This is an optimization exercise on Yosys and OpenROAD, whose aim is small area, not a production implementation.
The RTL was checked by simulation tests, not by an equivalence proof against the original design.
No activity file was given, so power comes from the tool's default toggle rates.

## design/flow/flow/post_synth.sh

```bash
#!/bin/bash
# post_synth.sh IN OUT: re-map the combinational cells of netlist IN with ABC,
# keeping its flip-flops, write OUT, and prove OUT equivalent to IN.
set -euo pipefail
IN=$1; OUT=$2
HERE=$(cd "$(dirname "$0")" && pwd)
YOSYS=$(command -v yosys || echo "$FLOW_HOME/../tools/install/yosys/bin/yosys")
PDIR=$FLOW_HOME/platforms/$FLOW_PLATFORM
LIB=$PDIR/lib/sky130_fd_sc_hd__tt_025C_1v80.lib
DU=""
for c in $(sed -n '/DONT_USE_CELLS += /,/^$/p' $PDIR/config.mk | tr -d '\\' | grep -o 'sky130_fd_sc_hd__[a-z0-9_]*'); do DU="$DU -dont_use $c"; done
$YOSYS -l log_post_synth_yosys.log -p "
read_liberty -ignore_miss_func $LIB
blackbox sky130_fd_sc_hd__df* sky130_fd_sc_hd__edf* sky130_fd_sc_hd__conb_1
read_verilog $IN
hierarchy -top $FLOW_TOP
flatten
rename -hide w:*.*
opt_clean
abc -liberty $LIB $DU -script $HERE/area.abc
setundef -zero
hilomap -singleton -hicell sky130_fd_sc_hd__conb_1 HI -locell sky130_fd_sc_hd__conb_1 LO
splitnets
opt_clean -purge
insbuf -buf sky130_fd_sc_hd__buf_4 A X
write_verilog -noattr -nohex -nodec $OUT
stat -liberty $LIB
"
$YOSYS -l log_post_synth_equiv.log -p "
read_liberty -ignore_miss_func $LIB
read_verilog $IN
rename $FLOW_TOP gold
read_verilog $OUT
rename $FLOW_TOP gate
flatten
rename -hide w:*.* w:_*_
opt_clean -purge
async2sync
equiv_make gold gate equiv
hierarchy -top equiv
equiv_simple -seq 2
equiv_induct
equiv_status -assert
"
```

## design/flow/flow/run.sh

```bash
#!/bin/bash
# Own layout flow: the standard flow (standard.sh), with two changes to
# synthesis only:
#  1. ADDER_MAP_FILE is empty, so Yosys does not turn XOR/AND pairs into
#     half-adder cells (extract_fa); ABC maps that logic instead.
#  2. After the standard synthesis, the combinational cells are re-mapped by
#     ABC with an area-oriented script (post_synth.sh). Every flip-flop cell
#     of the standard synthesis is kept as it is: same instance names, cell
#     types and Q net names. The re-mapped netlist is proven equivalent to the
#     standard one with Yosys (equiv_make/equiv_induct); if the proof fails the
#     standard netlist is used unchanged.
# Port buffers are sky130_fd_sc_hd__buf_1 (BUFFER_PORTS_ARGS) instead of the
# default choice, and clock tree synthesis inserts no dummy loads
# (CTS_ARGS adds -dont_use_dummy_load to the standard arguments).
# Otherwise floorplan, placement, CTS, routing and finishing are standard.sh.
set -euo pipefail
WORK=$(pwd)
R=$WORK/orfs/results/$FLOW_PLATFORM/top/base
bash standard.sh ADDER_MAP_FILE= synth > log_1_synth.log 2>&1
cp $R/1_2_yosys.v $WORK/std_1_2_yosys.v
if bash flow/post_synth.sh $WORK/std_1_2_yosys.v $WORK/post_1_2_yosys.v > log_2_post_synth.log 2>&1; then
  cp $WORK/post_1_2_yosys.v $R/1_2_yosys.v
  rm -f $R/1_synth.odb $R/1_synth.sdc
  echo "post-synthesis netlist used" >> log_2_post_synth.log
else
  echo "post-synthesis failed or not proven; standard netlist kept" >> log_2_post_synth.log
fi
bash standard.sh ADDER_MAP_FILE= "BUFFER_PORTS_ARGS=-buffer_cell sky130_fd_sc_hd__buf_1" \
  "CTS_ARGS=-sink_clustering_enable -repair_clock_nets -dont_use_dummy_load -sink_clustering_size 20 -sink_clustering_max_diameter 120" finish > log_3_finish.log 2>&1
```

## design/flow/constraint.sdc

```tcl
create_clock -name core_clock -period 10.0 [get_ports {clk}]
set_input_delay 2.0000 -clock core_clock [delete_from_list [all_inputs] [get_ports {clk}]]
set_output_delay 2.0000 -clock core_clock [all_outputs]
set_load 0.01 [all_outputs]
```

## design/flow/flow/area.abc

```
&get -n
&st
&deepsyn -T 120
&dch -f
&nf -R 1000
&put
```

## design/flow/design.v

```verilog
module top(
    input clk,
    input morse_in,
    input btn_space,
    input btn_newline,
    input rst_n,
    output tx_pin
);
    reg [7:0] ms_counter;
    wire ms_tick = (ms_counter == 8'd72);
    always @(posedge clk or negedge rst_n) begin
        if (!rst_n) ms_counter <= 8'd0;
        else if (ms_tick) ms_counter <= 8'd0;
        else ms_counter <= {ms_counter[6:0], ~(ms_counter[7] ^ ms_counter[6] ^ ms_counter[5])};
    end
    reg morse_sync_r1, morse_sync_r2, key_prev;
    always @(posedge clk or negedge rst_n) begin
        if (!rst_n) morse_sync_r1 <= 1'b0;
        else morse_sync_r1 <= morse_in;
    end
    always @(posedge clk) begin
        morse_sync_r2 <= morse_sync_r1;
        key_prev <= morse_sync_r2;
    end
    wire key_pressed  =  morse_sync_r2 & ~key_prev;
    wire key_released = ~morse_sync_r2 &  key_prev;
    reg [12:0] db3_cnt, db4_cnt;
    reg db3_run, db4_run;
    reg db3_state, db4_state;
    wire db3_diff = btn_space ^ db3_state;
    wire db4_diff = btn_newline ^ db4_state;
    wire db3_flip = db3_diff & db3_run & (db3_cnt == 13'd311);
    wire db4_flip = db4_diff & db4_run & (db4_cnt == 13'd311);
    always @(posedge clk or negedge rst_n) begin
        if (!rst_n) begin
            db3_run <= 1'b0;
            db3_state <= 1'b0;
            db4_run <= 1'b0;
            db4_state <= 1'b0;
        end else begin
            db3_run <= db3_diff & ~db3_flip;
            db3_state <= db3_state ^ db3_flip;
            db4_run <= db4_diff & ~db4_flip;
            db4_state <= db4_state ^ db4_flip;
        end
    end
    always @(posedge clk) begin
        db3_cnt <= db3_run ? {db3_cnt[11:0], ~(db3_cnt[12] ^ db3_cnt[0])} : 13'd1;
        db4_cnt <= db4_run ? {db4_cnt[11:0], ~(db4_cnt[12] ^ db4_cnt[0])} : 13'd1;
    end
    wire btn3_pressed = ~db3_state;
    wire btn4_pressed = ~db4_state;
    reg btn3_prev, btn4_prev;
    always @(posedge clk) begin
        btn3_prev <= btn3_pressed;
        btn4_prev <= btn4_pressed;
    end
    wire btn3_just_pressed = btn3_pressed & ~btn3_prev;
    wire btn4_just_pressed = btn4_pressed & ~btn4_prev;
    wire manual_backspace_press = btn4_just_pressed &  btn3_pressed;
    wire manual_space_press     = btn3_just_pressed & ~btn4_pressed;
    wire manual_newline_press   = btn4_just_pressed & ~btn3_pressed;
    localparam S_IDLE = 2'd0, S_PRESSED = 2'd1, S_GAP = 2'd2;
    reg [1:0] state;
    reg [10:0] timer;
    reg gap_letter, gap_word;
    wire [10:0] timer_inc = timer + 11'd1;
    wire is_idle    = (state == S_IDLE);
    wire is_pressed = (state == S_PRESSED);
    wire is_gap     = (state == S_GAP);
    wire long_press = is_pressed & ms_tick & (timer == 11'd2000);
    wire line_fire  = is_gap & ms_tick & (timer == 11'd1200);
    wire gap_line         = is_idle & timer[10] & ~timer[9];
    wire long_press_clear = is_idle & timer[9];
    wire new_sym   = is_pressed & ~long_press & key_released & (timer > 11'd50);
    wire sym_dash  = (timer >= 11'd200);
    always @(posedge clk or negedge rst_n) begin
        if (!rst_n) begin
            state <= S_IDLE;
        end else begin
            case (state)
                S_IDLE:    if (key_pressed) state <= S_PRESSED;
                S_PRESSED: if (long_press) state <= S_IDLE;
                           else if (key_released) state <= S_GAP;
                default:   if (line_fire) state <= S_IDLE;
                           else if (key_pressed) state <= S_PRESSED;
            endcase
        end
    end
    always @(posedge clk) begin
        gap_letter <= is_gap & ms_tick & (timer == 11'd400);
        gap_word   <= is_gap & ms_tick & (timer == 11'd700);
        case (state)
            S_IDLE: timer <= 11'd0;
            S_PRESSED: begin
                if (long_press) timer <= timer_inc;
                else if (key_released) timer <= 11'd0;
                else if (ms_tick) timer <= timer_inc;
            end
            default: begin
                if (line_fire) timer <= timer_inc;
                else if (key_pressed) timer <= 11'd0;
                else if (ms_tick) timer <= timer_inc;
            end
        endcase
    end
    reg [6:0] symbols;
    wire buf_clear_req = gap_letter | gap_word | gap_line | manual_backspace_press;
    wire buf_hold;
    wire letter_done;
    wire buf_clear = (buf_clear_req & ~buf_hold) | letter_done;
    wire [6:0] sym_base = buf_clear ? 7'd1 : symbols;
    always @(posedge clk or negedge rst_n) begin
        if (!rst_n) symbols <= 7'd1;
        else if (new_sym & ~sym_base[6]) symbols <= {sym_base[5:0], sym_dash};
        else if (buf_clear) symbols <= 7'd1;
    end
    reg [6:0] dec;
    always @(*) begin
        case (symbols)
            7'd5: dec = 7'h41;  
            7'd24: dec = 7'h42;  
            7'd26: dec = 7'h43;  
            7'd12: dec = 7'h44;  
            7'd2: dec = 7'h45;  
            7'd18: dec = 7'h46;  
            7'd14: dec = 7'h47;  
            7'd16: dec = 7'h48;  
            7'd4: dec = 7'h49;  
            7'd23: dec = 7'h4A;  
            7'd13: dec = 7'h4B;  
            7'd20: dec = 7'h4C;  
            7'd7: dec = 7'h4D;  
            7'd6: dec = 7'h4E;  
            7'd15: dec = 7'h4F;  
            7'd22: dec = 7'h50;  
            7'd29: dec = 7'h51;  
            7'd10: dec = 7'h52;  
            7'd8: dec = 7'h53;  
            7'd3: dec = 7'h54;  
            7'd9: dec = 7'h55;  
            7'd17: dec = 7'h56;  
            7'd11: dec = 7'h57;  
            7'd25: dec = 7'h58;  
            7'd27: dec = 7'h59;  
            7'd28: dec = 7'h5A;  
            7'd63: dec = 7'h30;  
            7'd47: dec = 7'h31;  
            7'd39: dec = 7'h32;  
            7'd35: dec = 7'h33;  
            7'd33: dec = 7'h34;  
            7'd32: dec = 7'h35;  
            7'd48: dec = 7'h36;  
            7'd56: dec = 7'h37;  
            7'd60: dec = 7'h38;  
            7'd62: dec = 7'h39;  
            default: dec = 7'h3F;
        endcase
    end
    localparam Q_SP   = 4'd0,   
               Q_LET  = 4'd1,   
               Q_LF   = 4'd2,   
               Q_BS3  = 4'd3,   
               Q_H    = 4'd4,   
               Q_CR   = 4'd5,   
               Q_BS0  = 4'd6,   
               Q_BS1  = 4'd7,   
               Q_SP2  = 4'd8,   
               Q_CLR0 = 4'd9,   
               Q_ESC1 = 4'd10,  
               Q_LB1  = 4'd11,  
               Q_TWO  = 4'd12,  
               Q_J    = 4'd13,  
               Q_ESC2 = 4'd14,  
               Q_LB2  = 4'd15;  
    reg [3:0] q;
    reg [3:0] bitpos;
    reg [4:0] bitclk;
    wire uart_free = (bitpos == 4'd1);
    wire bit_end = (bitclk == 5'd9);
    reg [3:0] q_next;
    reg q_last;
    reg [6:0] q_char;
    always @(*) begin
        q_last = 1'b0;
        case (q)
            Q_SP:    begin q_char = 7'h20; q_next = Q_SP;   q_last = 1'b1; end
            Q_LET:   begin q_char = dec;   q_next = Q_SP;   q_last = 1'b1; end
            Q_LF:    begin q_char = 7'h0A; q_next = Q_SP;   q_last = 1'b1; end
            Q_BS3:   begin q_char = 7'h08; q_next = Q_SP;   q_last = 1'b1; end
            Q_H:     begin q_char = 7'h48; q_next = Q_SP;   q_last = 1'b1; end
            Q_CR:    begin q_char = 7'h0D; q_next = Q_LF;   end
            Q_BS0:   begin q_char = 7'h08; q_next = Q_BS1;  end
            Q_BS1:   begin q_char = 7'h08; q_next = Q_SP2;  end
            Q_SP2:   begin q_char = 7'h20; q_next = Q_BS3;  end
            Q_CLR0:  begin q_char = 7'h1B; q_next = Q_ESC1; end
            Q_ESC1:  begin q_char = 7'h1B; q_next = Q_LB1;  end
            Q_LB1:   begin q_char = 7'h5B; q_next = Q_TWO;  end
            Q_TWO:   begin q_char = 7'h32; q_next = Q_J;    end
            Q_J:     begin q_char = 7'h4A; q_next = Q_ESC2; end
            Q_ESC2:  begin q_char = 7'h1B; q_next = Q_LB2;  end
            default: begin q_char = 7'h5B; q_next = Q_H;    end
        endcase
    end
    reg send;
    reg send_letter;
    reg [3:0] q_upd;
    always @(*) begin
        send = 1'b0;
        send_letter = 1'b0;
        q_upd = q;
        if (uart_free) begin
            if (q_last) begin
                if (manual_backspace_press) q_upd = Q_BS0;
                else if (long_press_clear) q_upd = Q_CLR0;
                else if (manual_space_press) begin
                    send = 1'b1; q_upd = Q_SP;
                end else if (manual_newline_press) begin
                    send = 1'b1; q_upd = Q_CR;
                end else if (gap_letter) begin
                    send = 1'b1; send_letter = 1'b1; q_upd = Q_LET;
                end else if (gap_word) begin
                    send = 1'b1; q_upd = Q_SP;
                end else if (gap_line) begin
                    send = 1'b1; q_upd = Q_CR;
                end
            end else begin
                send = 1'b1;
                q_upd = q_next;
            end
        end
    end
    assign buf_hold = send_letter | ((q == Q_LET) & ~uart_free);
    assign letter_done = (q == Q_LET) & (bitpos == 4'd0) & bit_end;
    always @(posedge clk or negedge rst_n) begin
        if (!rst_n) q <= Q_SP;
        else q <= q_upd;
    end
    always @(posedge clk or negedge rst_n) begin
        if (!rst_n) bitpos <= 4'd1;
        else if (send) bitpos <= 4'd6;
        else if (bit_end && !uart_free) bitpos <= bitpos + 4'd1;
    end
    always @(posedge clk) begin
        if (send) bitclk <= 5'd20;
        else bitclk <= bit_end ? 5'd0 : {bitclk[3:0], ~(bitclk[4] ^ bitclk[2])};
    end
    assign tx_pin = bitpos[3] ? (bitpos[2:0] != 3'd7 && q_char[bitpos[2:0]]) : (bitpos != 4'd7);
endmodule
```

## design/flow/standard.sh

```bash
#!/bin/bash
# synth_recipe.tcl (not shown) runs the flow's synth.tcl, then flattens the netlist and writes it again
# the make line also repeats each setting of config.mk as NAME=value (left out here)
make -C /OpenROAD-flow-scripts/flow DESIGN_CONFIG=/design/flow/config.mk WORK_HOME=/design/flow/orfs CLKGATE_MAP_FILE= SYNTH_SCRIPT=/design/flow/synth_recipe.tcl "${@:-finish}"
```

## design/flow/config.mk

```make
export PLATFORM = sky130hd
export DESIGN_NAME = top
export DESIGN_NICKNAME = top
export VERILOG_FILES = /design/flow/design.v
export SDC_FILE = /design/flow/constraint.sdc
export NUM_CORES = 4
export LEC_CHECK = 0
export CAP_MARGIN = 20
export CORE_MARGIN = 2
export CORE_UTILIZATION = 40
export SLEW_MARGIN = 20
```

==> impl_metrics.csv, run 1 <==
group,metric,value,unit
place,dpl_cell_area,0.00351,sq mm
worst_setup_path,reg2reg_from,"q[0]",
hold_path,hold_class,"flop to flop",
global_routing,grt_pass1_wl,11700,microns
detailed_routing,postRouteAntennaNets,0,
layout,stdcell_area,0.00364,sq mm
worst_setup_path,crit_path_frequent_cell,"nor2_1",
synth,synthCells,364,
worst_setup_path,path_max_fanout,12,
global_routing,grt-ovfl-total,0,
die,core_area,0.00818,sq mm
place,place_inst,475,
power,internal-power,0.506,mW
global_routing,grt_antenna_before_repair,0,
die,num_rows,33,
global_routing,grt_max_degree,31,
timing,rsz0062_at_grt,"no",
power,total_power,0.758,mW
clocking,ctsHtreeMaxLevel,3,
layout,final_cell_mix,"48 x dfxtp_1, 39 x nor2_1, 38 x nand2_1, 35 x and2_0, 28 x dfrtp_1",
synth,yosysWarnings,1,
clocking,cts_resized,0,
worst_setup_path,cp_data_required_time,8000,ps
synth,syn_area,0.00336,sq mm
die,io_pins,6,
power,pwr-share-clk,23.5,%
layout,diodes,0,
worst_setup_path,cp.arrival,3080,ps
clocking,clock_latency,350,ps
die,die_area,0.00914,sq mm
place,hpwl,4680,microns
run,cap_violations,0,
global_routing,grt_pass1_vias,2510,
clocking,cts_made_buffers,9,
timing,fin_skew,19.3,ps
power,swShare,33.3,%
worst_setup_path,setup.worst_path.start,"symbols[4]",
place,port_buffers,5,
detailed_routing,drt_iter0_drc,122,
clocking,numClockSinks,78,
place,place.gp.congestion,0.916,
layout,fillCellCount,804,
power,p_leak,1.34,nW
detailed_routing,wl,6690,microns
detailed_routing,firstDrtPassIters,4,
layout,drive_gt1_share,3.43,%
status,status,"complete, no violations",
die,start_util,41.0,%
power,peakVddDrop,0.0938,mV
worst_setup_path,crit_chain,"nor2_1, a21oi_1, nor3_1, nor2_1, a2111oi_0, o21ai_0, nand3_1, a21boi_0, a311oi_1, nor2_1, a21oi_1, buf_1",
timing,fmax,0.197,GHz
worst_setup_path,crit_path_end_kind,"primary output",
clocking,cts_hold_buf,0,
clocking,root_buffer,"clkbuf_8",
clocking,clk_pin_slew,60,ps
timing,relSlewSlack,44.1,%
timing,hold_slack,343,ps
layout,nNetsFinal,386,
synth,syn_nets,369,
synth,syn_avg_cell_area,9.22,sq um
timing,layout_min_cycle_time,5080,ps
timing,worst_pin_slew,831,ps
power,switchingPower,0.252,mW
detailed_routing,routedWlPerCell,13.8,microns
timing,finalHoldViolCount,0,
clocking,cts_setup_buffers,0,
detailed_routing,vias,2733,
layout,stdcell_count,484,
timing,min_period_over_period,50.8,%
clocking,clock_path_buffers,2,
power,p_seq_share,53.4,%
hold_path,hold_start,"morse_sync_r1",
timing,setup_viol,0,
power,power_frac_comb,23.0,%
die,die_h,95.6,microns
worst_setup_path,worst-setup-path-type,"flop to primary output",
detailed_routing,viasPerCell,5.65,
layout,synthToLayoutAreaGrowth,8.43,%
global_routing,grt_usage,16.3,%
worst_setup_path,slowest_delay,510,ps
detailed_routing,drcViolationCount,0,
clocking,tritoncts,"yes",
timing,drv_slew,0,
layout,final_common_cell,"dfxtp_1",
power,p_per_area,208,mW/mm^2
worst_setup_path,cp-start-kind,"flop",
die,fp.dieW,95.6,microns
worst_setup_path,critPathSlowestCell,"dfrtp_1",
timing,tns,0,ps
## sequential cells by signal, indices dropped and copies added, names as in the netlist, 2 cells and up
signal / cells
bitclk: 5
db4_cnt: 13
symbols: 7
timer: 11
ms_counter: 8
state: 2
bitpos: 4
db3_cnt: 13
q: 4
## power groups by stage
stage / logic, mW / clock network [mW] / registers [mW]
6_report: 0.175 / 0.178 / 0.405
5_1_grt: 0.197 / 0.199 / 0.413
4_1_cts: 0.173 / 0.187 / 0.403
3_5_place_dp: 0.173 / 0 / 0.410
3_3_place_gp: 0.171 / 0 / 0.411
2_1_floorplan: 0.137 / 0 / 0.393
## path summary, 6_finish.rpt
check / end / slack [ps] / cells past startpoint
max: tx_pin / 4920 / 12
min: morse_sync_r2 / 340 / 0
max reg2reg: bitpos[1] / 7060 / 14
min reg2reg: morse_sync_r2 / 340 / 0
max in group asynchronous: symbols[4] / 7800 / 1
min in group asynchronous: bitpos[3] / 1700 / 1
## layout make-up
| cell class | count | area, sq um | area share [%] |
|---|---|---|---|
| Clock buffer | 9 | 124 | 3.40 |
| Timing Repair Buffer | 6 | 27.5 | 0.757 |
| Inverter | 8 | 30.0 | 0.825 |
| Sequential cell | 78 | 1710 | 47.1 |
| Tap cell | 105 | 131 | 3.61 |
| Multi-Input combinational cell | 278 | 1610 | 44.3 |
## through the flow
step | setup slack [ps] | util (%)
after floorplan | 5710 | -
final | 4920 | 44.5
after global placement | 5410 | 43.0
after CTS | 4970 | 44.5
after detailed placement | 5360 | 43.0
after global routing | 4660 | 44.5
## metal layers
layer | up-vias | track usage (%) | routed length (microns)
met3 | 13 | 3.79 | 244
met1 | 1302 | 22.1 | 3290
met2 | 61 | 24.8 | 3010
met5 | - | 0 | 0
li1 | 1357 | - | -
met4 | 0 | 7.02 | 140
## worst max-delay path: cells and delay by family (launching register included)
family	cells	cell delay (ps)
DFF	1	510
and+or+nand+nor	5	930
buffers and inverters	1	160
AOI/OAI and AO/OA	6	1140
==> run 2: changes to the inputs <==
--- a/design/flow/flow/run.sh
+++ b/design/flow/flow/run.sh
@@ -27,3 +27,3 @@
 fi
 bash standard.sh ADDER_MAP_FILE= "BUFFER_PORTS_ARGS=-buffer_cell sky130_fd_sc_hd__buf_1" \
-  "CTS_ARGS=-sink_clustering_enable -repair_clock_nets -dont_use_dummy_load -sink_clustering_size 20 -sink_clustering_max_diameter 120" finish > log_3_finish.log 2>&1
+  "CTS_ARGS=-repair_clock_nets -dont_use_dummy_load -buf_list sky130_fd_sc_hd__clkbuf_8 -root_buf sky130_fd_sc_hd__clkbuf_8" finish > log_3_finish.log 2>&1
==> run 2 against run 1 <==
Against the previous run:
- highest routed layer unchanged
- clock skew unchanged
- first-iteration DRC count unchanged
- clock power about the same
- global-route usage unchanged
- final cell count did not move
- register-to-register slack hardly changed
- still clean on timing, DRC and antenna
- synthesized cell count unchanged
- largest cell class unchanged
- area after synthesis is the same
==> impl_metrics.csv, run 2 <==
group,metric,value,unit
status,status,"complete, no violations",
power,swShare,33.3,%
power,pwr-share-clk,23.5,%
worst_setup_path,path_max_fanout,12,
clocking,cts_setup_buffers,0,
place,port_buffers,5,
run,cap_violations,0,
synth,yosysWarnings,1,
die,die_h,95.6,microns
timing,hold_slack,343,ps
die,start_util,41.0,%
die,io_pins,6,
worst_setup_path,crit_chain,"nor2_1, a21oi_1, nor3_1, nor2_1, a2111oi_0, o21ai_0, nand3_1, a21boi_0, a311oi_1, nor2_1, a21oi_1, buf_1",
layout,final_common_cell,"dfxtp_1",
power,peakVddDrop,0.0938,mV
timing,setup_viol,0,
detailed_routing,wl,6690,microns
worst_setup_path,r2r_slack,7060,ps
global_routing,grt_pass1_wl,11700,microns
layout,nNetsFinal,386,
worst_setup_path,reg2reg_from,"q[0]",
layout,reg_top3,"db3_cnt (13), db4_cnt (13), timer (11)",
worst_setup_path,slowest_delay,510,ps
die,fp.dieW,95.6,microns
detailed_routing,met3WireLength,244,microns
synth,syn_area,0.00336,sq mm
place,hpwl,4680,microns
layout,final_cell_mix,"48 x dfxtp_1, 39 x nor2_1, 38 x nand2_1, 35 x and2_0, 28 x dfrtp_1",
clocking,clock_path_buffers,2,
clocking,numClockSinks,78,
global_routing,grt_max_degree,31,
clocking,cts_made_buffers,9,
detailed_routing,firstDrtPassIters,4,
layout,synthToLayoutAreaGrowth,8.43,%
worst_setup_path,cp.depth,12,
timing,fmax,0.197,GHz
clocking,ctsHtreeMaxLevel,3,
global_routing,grt_pass1_vias,2510,
timing,worst_pin_slew,831,ps
power,power_frac_comb,23.0,%
worst_setup_path,crit_path_end_kind,"primary output",
timing,min_period_over_period,50.8,%
clocking,clock_latency,350,ps
detailed_routing,postRouteAntennaNets,0,
worst_setup_path,setup.worst_path.start,"symbols[4]",
timing,rsz0062_at_grt,"no",
timing,finalHoldViolCount,0,
worst_setup_path,reg2regPathDepth,14,
synth,synthCells,364,
place,dpl_cell_area,0.00351,sq mm
clocking,cts_hold_buf,0,
worst_setup_path,crit_buf_inv,1,
clocking,root_buffer,"clkbuf_8",
layout,diodes,0,
detailed_routing,drt_iter0_drc,122,
timing,layout_min_cycle_time,5080,ps
global_routing,grt_antenna_before_repair,0,
global_routing,grt-ovfl-total,0,
worst_setup_path,cp.arrival,3080,ps
die,core_area,0.00818,sq mm
power,p_seq_share,53.4,%
layout,post-route-util,44.5,%
clocking,cts_resized,0,
timing,fin_skew,19.3,ps
power,internal-power,0.506,mW
layout,drive_gt1_share,3.43,%
detailed_routing,routedWlPerCell,13.8,microns
clocking,clk_pin_slew,60,ps
global_routing,grt_usage,16.3,%
detailed_routing,vias,2733,
worst_setup_path,cp_data_required_time,8000,ps
place,place.gp.congestion,0.916,
power,switchingPower,0.252,mW
timing,relSlewSlack,44.1,%
worst_setup_path,crit_path_end,"tx_pin",
detailed_routing,wl_met1,3290,microns
detailed_routing,viasPerCell,5.65,
die,num_rows,33,
hold_path,hold_class,"flop to flop",
die,die_area,0.00914,sq mm
synth,syn_avg_cell_area,9.22,sq um
synth,syn_nets,369,
timing,tns,0,ps
power,p_leak,1.34,nW
power,p_per_area,208,mW/mm^2
worst_setup_path,regToRegEndpoint,"bitpos[1]",
timing,drv_slew,0,
worst_setup_path,cp-start-kind,"flop",
layout,stdcell_area,0.00364,sq mm
detailed_routing,wl_met2,3010,microns
worst_setup_path,crit_path_frequent_cell,"nor2_1",
worst_setup_path,critPathSlowestCell,"dfrtp_1",
worst_setup_path,cp_top_family,"compound AO/OA/AOI/OAI gates",
detailed_routing,drcViolationCount,0,
clocking,tritoncts,"yes",
worst_setup_path,worst-setup-path-type,"flop to primary output",
detailed_routing,topRoutingLayerUsed,"met4",
## run 2: layout make-up
type	count	area [sq um]
fillers	804	4540
flip-flops and latches	78	1710
multi-input cells	278	1610
well taps	105	131
clock buffers	9	124
inverters	8	30.0
repair buffers	6	27.5
## run 2: per-stage QoR
stage	power [mW]	instances	worst slack (ps)
after floorplan	0.530	364	5710
after global placement	0.582	475	5410
after detailed placement	0.583	475	5360
after CTS	0.764	484	4970
after global routing	0.809	484	4660
final	0.758	484	4920
## run 2: per-layer routing
layer	up-vias	track usage, %
li1	1357	-
met1	1302	22.1
met2	61	24.8
met3	13	3.79
met4	0	7.02
met5	-	0
## run 2: worst min-delay path by stage
stage                       start            end  slack [ps]  cells past startpoint
floorplan           morse_sync_r1  morse_sync_r2         320                      0
global placement    morse_sync_r1  morse_sync_r2         330                      0
detailed placement  morse_sync_r1  morse_sync_r2         330                      0
CTS                 morse_sync_r1  morse_sync_r2         350                      0
global route        morse_sync_r1  morse_sync_r2         360                      0
finish              morse_sync_r1  morse_sync_r2         340                      0
## run 2: power groups by stage
| stage | combinational, mW | clock [mW] | sequential (mW) |
|---|---|---|---|
| 3_3_place_gp | 0.171 | 0 | 0.411 |
| 3_5_place_dp | 0.173 | 0 | 0.410 |
| 6_report | 0.175 | 0.178 | 0.405 |
| 4_1_cts | 0.173 | 0.187 | 0.403 |
| 5_1_grt | 0.197 | 0.199 | 0.413 |
| 2_1_floorplan | 0.137 | 0 | 0.393 |
==> run 3: changes to the inputs <==
--- a/design/flow/flow/run.sh
+++ b/design/flow/flow/run.sh
@@ -27,3 +27,3 @@
 fi
 bash standard.sh ADDER_MAP_FILE= "BUFFER_PORTS_ARGS=-buffer_cell sky130_fd_sc_hd__buf_1" \
-  "CTS_ARGS=-repair_clock_nets -dont_use_dummy_load -buf_list sky130_fd_sc_hd__clkbuf_8 -root_buf sky130_fd_sc_hd__clkbuf_8" finish > log_3_finish.log 2>&1
+  "CTS_ARGS=-sink_clustering_enable -repair_clock_nets -dont_use_dummy_load -buf_list sky130_fd_sc_hd__clkbuf_16 -root_buf sky130_fd_sc_hd__clkbuf_16 -sink_clustering_size 40 -sink_clustering_max_diameter 200" finish > log_3_finish.log 2>&1
==> run 3 against run 2 <==
Against the previous run:
- wire length increased by 0.94%
- power increased by 11%
- final area increased by 2.8%
- combinational power about the same
- count of clock-buffer cells in the layout unchanged
- final cell count unchanged
- non-clock buffer count unchanged
- clock skew decreased by 5.4 ps
- fmax increased by 0.21%
- via count increased by 0.37%
- first-iteration DRC count increased by 7.4%
- register-to-register slack about the same
- critical path type unchanged
==> impl_metrics.csv, run 3 <==
group,metric,value,unit
status,status,"complete, no violations",
layout,nNetsFinal,386,
global_routing,grt_pass1_wl,11800,microns
power,total_power,0.844,mW
worst_setup_path,reg2reg_from,"q[0]",
detailed_routing,postRouteAntennaNets,0,
layout,post-route-util,45.7,%
timing,min_period_over_period,50.7,%
detailed_routing,firstDrtPassIters,4,
timing,drv_slew,0,
timing,fin_skew,13.9,ps
global_routing,grt-ovfl-total,0,
synth,syn_avg_cell_area,9.22,sq um
power,p_per_area,226,mW/mm^2
clocking,tritoncts,"yes",
place,hpwl,4680,microns
timing,worst_pin_slew,804,ps
layout,drive_gt1_share,3.43,%
timing,tns,0,ps
worst_setup_path,crit_path_end_kind,"primary output",
worst_setup_path,cp.arrival,3070,ps
die,io_pins,6,
global_routing,grt_usage,16.4,%
power,p_leak,1.38,nW
timing,finalHoldViolCount,0,
hold_path,hold_class,"flop to flop",
detailed_routing,viasPerCell,5.67,
run,cap_violations,0,
hold_path,hold_depth,0,
global_routing,grt_pass1_vias,2550,
place,port_buffers,5,
worst_setup_path,regToRegEndpoint,"bitpos[1]",
timing,relSlewSlack,45.9,%
place,place.gp.congestion,0.916,
worst_setup_path,cp-start-kind,"flop",
die,die_h,95.6,microns
clocking,clock_latency,330,ps
timing,fmax,0.197,GHz
layout,final_cell_mix,"48 x dfxtp_1, 39 x nor2_1, 38 x nand2_1, 35 x and2_0, 28 x dfrtp_1",
detailed_routing,drt_iter0_drc,131,
worst_setup_path,path_max_fanout,12,
clocking,cts_resized,0,
power,peakVddDrop,0.0873,mV
die,die_area,0.00914,sq mm
clocking,cts_hold_buf,0,
die,start_util,41.0,%
clocking,ctsHtreeMaxLevel,3,
layout,reg_top3,"db3_cnt (13), db4_cnt (13), timer (11)",
die,fp.dieW,95.6,microns
die,core_area,0.00818,sq mm
worst_setup_path,worst-setup-path-type,"flop to primary output",
synth,syn_area,0.00336,sq mm
die,num_rows,33,
timing,setup_viol,0,
hold_path,hold_start,"morse_sync_r1",
worst_setup_path,r2r_slack,7070,ps
clocking,clk_pin_slew,50,ps
detailed_routing,drcViolationCount,0,
layout,final_common_cell,"dfxtp_1",
synth,syn_nets,369,
detailed_routing,wl,6750,microns
worst_setup_path,cp_data_required_time,8000,ps
hold_path,holdPathEnd,"morse_sync_r2",
detailed_routing,vias,2743,
clocking,clock_path_buffers,2,
clocking,cts_made_buffers,9,
layout,synthToLayoutAreaGrowth,11.4,%
global_routing,grt_antenna_before_repair,0,
layout,diodes,0,
worst_setup_path,reg2regPathDepth,14,
global_routing,grt_max_degree,31,
clocking,root_buffer,"clkbuf_16",
timing,layout_min_cycle_time,5070,ps
detailed_routing,routedWlPerCell,14.0,microns
synth,yosysWarnings,1,
clocking,cts_setup_buffers,0,
timing,rsz0062_at_grt,"no",
synth,synthCells,364,
clocking,numClockSinks,78,
==> run 3: area by class of cell <==
class / instances / area, sq um
fillers: 788 / 4440
flip-flops and latches: 78 / 1710
multi-input cells: 278 / 1610
clock buffers: 9 / 225
well taps: 105 / 131
inverters: 8 / 30.0
repair buffers: 6 / 27.5
==> run 3: per-layer routing <==
layer,up-vias,track usage [%],part of all wire [%]
li1,1357,-,-
met1,1296,22.2,48
met2,79,25.3,45
met3,11,4.27,4.5
met4,0,5.95,1.6
met5,-,0,0
==> run 3: per-stage QoR <==
stage | area (sq um) | hold WS [ps] | worst slack, ps | cells
detailed placement | 3510 | 331 | 5360 | 475
finish | 3740 | 340 | 4930 | 484
global placement | 3510 | 327 | 5410 | 475
CTS | 3740 | 343 | 4990 | 484
floorplan | 3360 | 324 | 5710 | 364
global route | 3740 | 359 | 4690 | 484
==> run 3: power by group <==
part           switching (mW)  internal, mW
Clock                   0.107         0.158
Combinational          0.0988        0.0754
Sequential             0.0552         0.351
==> run 3: how the worst max path moves through the flow <==
stage                  end  startpoint  depth (start not counted)
global route        tx_pin  symbols[3]                         12
detailed placement  tx_pin  symbols[4]                         12
finish              tx_pin  symbols[4]                         12
floorplan           tx_pin  symbols[4]                         11
global placement    tx_pin  symbols[4]                         12
CTS                 tx_pin  symbols[4]                         12
==> run 3: worst max-delay path, cell delays in order, from the launching register on <==
cell and delay [ps]:
dfrtp_1 500, nor2_1 300, a21oi_1 70, nor3_1 370
nor2_1 100, a2111oi_0 350, o21ai_0 160, nand3_1 100
a21boi_0 110, a311oi_1 320, nor2_1 80, a21oi_1 120
buf_1 160

[port drivers added, routing unchanged]
No port has a modelled driver above. Below, the same layouts with a new extraction and two added sets of constraints.
Step 1 assumes that a clkbuf_16 drives the clock port and a buf_2 every other input.
Step 2, shift: input delay + t, output delay - t, t = (earliest + latest rising clock arrival at the registers) / 2. This alone moves slack from input paths to output paths.
Slacks: no drivers / after step 1 / after step 2; pairs: no drivers / after step 1.
run	t, ns	setup slack, ns	worst setup path at the end	cell pins on the clock port's net
run 1	0.368	4.922 / 4.894 / 5.262	register to output	1
run 2	0.368	4.922 / 4.894 / 5.262	register to output	1
run 3	0.351	4.933 / 4.902 / 5.254	register to output	1
After both steps setup and hold are still met in every run listed.
